Context: an optimization exercise on an open-source flow, tuned for small area. The choices shown serve that exercise and are no tape-out recipe. In this exercise RTL edits were held to simulation tests only and were not proved equivalent to the original. Power is estimated from default activity; no workload was simulated.

==> module KF76489_Attenuation, before the edit <==
module KF76489_Attenuation (
    input   logic   [3:0]   attenuation,
    input   logic           digital_in,
    output  logic   [5:0]   analog_out
);
    logic   [5:0]   level;
    always_comb begin
        case (attenuation)
            4'd0 : level = 6'd20;
            4'd1 : level = 6'd5;
            4'd2 : level = 6'd40;
            4'd3 : level = 6'd13;
            4'd4 : level = 6'd63;
            4'd5 : level = 6'd10;
            4'd6 : level = 6'd25;
            4'd7 : level = 6'd8;
            4'd8 : level = 6'd3;
            4'd9 : level = 6'd6;
            4'd10: level = 6'd32;
            4'd11: level = 6'd4;
            4'd12: level = 6'd50;
            4'd13: level = 6'd2;
            4'd14: level = 6'd16;
            4'd15: level = 6'd0;
        endcase
    end
    assign  analog_out = digital_in ? level : 6'd0;
endmodule
==> module KF76489_Attenuation_Encode, before the edit <==
module KF76489_Attenuation_Encode (
    input   logic   [3:0]   attenuation,
    output  logic   [3:0]   code
);
    always_comb begin
        case (attenuation)
            4'd0 : code = 4'd4;    
            4'd1 : code = 4'd5;    
            4'd2 : code = 4'd6;    
            4'd3 : code = 4'd11;    
            4'd4 : code = 4'd2;    
            4'd5 : code = 4'd9;    
            4'd6 : code = 4'd14;    
            4'd7 : code = 4'd13;    
            4'd8 : code = 4'd12;    
            4'd9 : code = 4'd7;    
            4'd10: code = 4'd0;    
            4'd11: code = 4'd8;    
            4'd12: code = 4'd10;    
            4'd13: code = 4'd1;    
            4'd14: code = 4'd3;    
            4'd15: code = 4'd15;    
        endcase
    end
endmodule
export LEC_CHECK = 0
export CAP_MARGIN = 20
export CORE_MARGIN = 2
export CORE_UTILIZATION = 40
export SLEW_MARGIN = 20
create_clock -name core_clock -period 6.0 [get_ports {clock}]
standard.sh (not shown) runs the stock make flow with config.mk's settings and CLKGATE_MAP_FILE= SYNTH_SCRIPT=/design/flow/synth_recipe.tcl, a recipe that flattens the netlist after the stock synthesis.
==> flow/flow/run.sh <==
#!/bin/bash
# Layout flow: the standard flow (standard.sh) with these changes.
#  - Synthesis is the standard flow's (synth_recipe.tcl and ORFS's synth.tcl), except that
#    ABC maps the logic with flow/area.abc (area-oriented mapping, &nf -a)
#    instead of ORFS's abc_speed.script; registers are unchanged.
#  - Synthesis also leaves out the half-adder cells: Yosys's extract_fa pass
#    otherwise turns every 2-input AND that shares inputs with an XOR into a
#    half adder, which ABC cannot map into smaller gates.
#  - Ports are buffered with buf_1 instead of the clkdlybuf4s50_1 that
#    buffer_ports picks by itself (same function, 3.8 um2 instead of 10 um2).
#  - Clock tree synthesis with clkbuf_8 buffers and without dummy loads.
# Each tool's full output goes to a log file in this folder (flow_make.log,
# and ORFS's own logs under orfs/logs).
set -euo pipefail
WORK=$(pwd)

sed "/source \$::env(SCRIPTS_DIR)\/synth_preamble.tcl/a set abc_args [lreplace \$abc_args 1 1 $WORK/flow/area.abc]" \
    "$FLOW_HOME/scripts/synth.tcl" > "$WORK/synth_area.tcl"
sed "s|source \$::env(SCRIPTS_DIR)/synth.tcl|source $WORK/synth_area.tcl|" synth_recipe.tcl > "$WORK/synth_bench_area.tcl"
grep -q "flow/area.abc" "$WORK/synth_area.tcl"
grep -q "synth_area.tcl" "$WORK/synth_bench_area.tcl"

DONT_USE="sky130_fd_sc_hd__probe_p_8 sky130_fd_sc_hd__probec_p_8 sky130_fd_sc_hd__lpflow_bleeder_1 sky130_fd_sc_hd__lpflow_clkbufkapwr_1 sky130_fd_sc_hd__lpflow_clkbufkapwr_16 sky130_fd_sc_hd__lpflow_clkbufkapwr_2 sky130_fd_sc_hd__lpflow_clkbufkapwr_4 sky130_fd_sc_hd__lpflow_clkbufkapwr_8 sky130_fd_sc_hd__lpflow_clkinvkapwr_1 sky130_fd_sc_hd__lpflow_clkinvkapwr_16 sky130_fd_sc_hd__lpflow_clkinvkapwr_2 sky130_fd_sc_hd__lpflow_clkinvkapwr_4 sky130_fd_sc_hd__lpflow_clkinvkapwr_8 sky130_fd_sc_hd__lpflow_decapkapwr_12 sky130_fd_sc_hd__lpflow_decapkapwr_3 sky130_fd_sc_hd__lpflow_decapkapwr_4 sky130_fd_sc_hd__lpflow_decapkapwr_6 sky130_fd_sc_hd__lpflow_decapkapwr_8 sky130_fd_sc_hd__lpflow_inputiso0n_1 sky130_fd_sc_hd__lpflow_inputiso0p_1 sky130_fd_sc_hd__lpflow_inputiso1n_1 sky130_fd_sc_hd__lpflow_inputiso1p_1 sky130_fd_sc_hd__lpflow_inputisolatch_1 sky130_fd_sc_hd__lpflow_isobufsrc_1 sky130_fd_sc_hd__lpflow_isobufsrc_16 sky130_fd_sc_hd__lpflow_isobufsrc_2 sky130_fd_sc_hd__lpflow_isobufsrc_4 sky130_fd_sc_hd__lpflow_isobufsrc_8 sky130_fd_sc_hd__lpflow_isobufsrckapwr_16 sky130_fd_sc_hd__lpflow_lsbuf_lh_hl_isowell_tap_1 sky130_fd_sc_hd__lpflow_lsbuf_lh_hl_isowell_tap_2 sky130_fd_sc_hd__lpflow_lsbuf_lh_hl_isowell_tap_4 sky130_fd_sc_hd__lpflow_lsbuf_lh_isowell_4 sky130_fd_sc_hd__lpflow_lsbuf_lh_isowell_tap_1 sky130_fd_sc_hd__lpflow_lsbuf_lh_isowell_tap_2 sky130_fd_sc_hd__lpflow_lsbuf_lh_isowell_tap_4 sky130_fd_sc_hd__ha_1 sky130_fd_sc_hd__ha_2 sky130_fd_sc_hd__ha_4"
PORT_BUF="-inputs -outputs -buffer_cell sky130_fd_sc_hd__buf_1"
CTS="-sink_clustering_enable -repair_clock_nets -buf_list sky130_fd_sc_hd__clkbuf_8 -dont_use_dummy_load"

bash standard.sh "SYNTH_SCRIPT=$WORK/synth_bench_area.tcl" "DONT_USE_CELLS=$DONT_USE" \
    "CTS_ARGS=$CTS" "BUFFER_PORTS_ARGS=$PORT_BUF" finish > flow_make.log 2>&1
Other scripts of this flow, unchanged in this note and not shown: flow/flow/area.abc
==> next run, changes <==
--- a/flow/design.v
+++ b/flow/design.v
@@ -4,25 +4,25 @@
     output  logic   [5:0]   analog_out
 );
     logic   [5:0]   level;
     always_comb begin
         case (attenuation)
-            4'd0 : level = 6'd20;
-            4'd1 : level = 6'd5;
-            4'd2 : level = 6'd40;
-            4'd3 : level = 6'd13;
-            4'd4 : level = 6'd63;
-            4'd5 : level = 6'd10;
-            4'd6 : level = 6'd25;
-            4'd7 : level = 6'd8;
-            4'd8 : level = 6'd3;
-            4'd9 : level = 6'd6;
-            4'd10: level = 6'd32;
-            4'd11: level = 6'd4;
-            4'd12: level = 6'd50;
+            4'd0 : level = 6'd8;
+            4'd1 : level = 6'd40;
+            4'd2 : level = 6'd25;
+            4'd3 : level = 6'd3;
+            4'd4 : level = 6'd13;
+            4'd5 : level = 6'd32;
+            4'd6 : level = 6'd63;
+            4'd7 : level = 6'd50;
+            4'd8 : level = 6'd16;
+            4'd9 : level = 6'd10;
+            4'd10: level = 6'd4;
+            4'd11: level = 6'd5;
+            4'd12: level = 6'd20;
             4'd13: level = 6'd2;
-            4'd14: level = 6'd16;
+            4'd14: level = 6'd6;
             4'd15: level = 6'd0;
         endcase
     end
     assign  analog_out = digital_in ? level : 6'd0;
 endmodule
@@ -30,25 +30,25 @@
     input   logic   [3:0]   attenuation,
     output  logic   [3:0]   code
 );
     always_comb begin
         case (attenuation)
-            4'd0 : code = 4'd4;    
-            4'd1 : code = 4'd5;    
-            4'd2 : code = 4'd6;    
-            4'd3 : code = 4'd11;    
-            4'd4 : code = 4'd2;    
-            4'd5 : code = 4'd9;    
-            4'd6 : code = 4'd14;    
+            4'd0 : code = 4'd6;    
+            4'd1 : code = 4'd9;    
+            4'd2 : code = 4'd2;    
+            4'd3 : code = 4'd10;    
+            4'd4 : code = 4'd1;    
+            4'd5 : code = 4'd14;    
+            4'd6 : code = 4'd8;    
             4'd7 : code = 4'd13;    
-            4'd8 : code = 4'd12;    
-            4'd9 : code = 4'd7;    
-            4'd10: code = 4'd0;    
-            4'd11: code = 4'd8;    
-            4'd12: code = 4'd10;    
-            4'd13: code = 4'd1;    
-            4'd14: code = 4'd3;    
+            4'd8 : code = 4'd7;    
+            4'd9 : code = 4'd0;    
+            4'd10: code = 4'd12;    
+            4'd11: code = 4'd3;    
+            4'd12: code = 4'd5;    
+            4'd13: code = 4'd11;    
+            4'd14: code = 4'd4;    
             4'd15: code = 4'd15;    
         endcase
     end
 endmodule
 module KF76489_Bus_Control_Logic (
Outcome: Area after synthesis went up by about 1.6%. Final cell count rose by 3.9%. Via count is higher by 5.9%. Die area grows by about 1.6%. Total power goes up by 0.73%.

[afterwards: timing with drivers on the ports]
In the flow no input, the clock included, has a driving cell. The finished layouts below were timed again as built, in two steps. Step 1 assumes that a clkbuf_16 drives the clock port and a buf_2 every other input. Step 2 adds t to the input delays and takes it off the output delays; t is the mean of the earliest and latest rising clock arrival at the registers after step 1. Input paths then give back, and output paths get back, about the clock's delay inside the block. Slacks: no drivers / after step 1 / after step 2; pairs: no drivers / after step 1.
| run | t, ns | setup WS [ns] | latest minus earliest clock arrival (ns) | worst slew at a driven data input, ns |
|---|---|---|---|---|
| the first run | 0.470 | 2.231 / 2.231 / 2.231 | 0.026 / 0.026 | 0.03 |
| the second run | 0.456 | 1.753 / 1.753 / 1.753 | 0.023 / 0.023 | 0.03 |
After both steps every run listed still meets setup and hold.
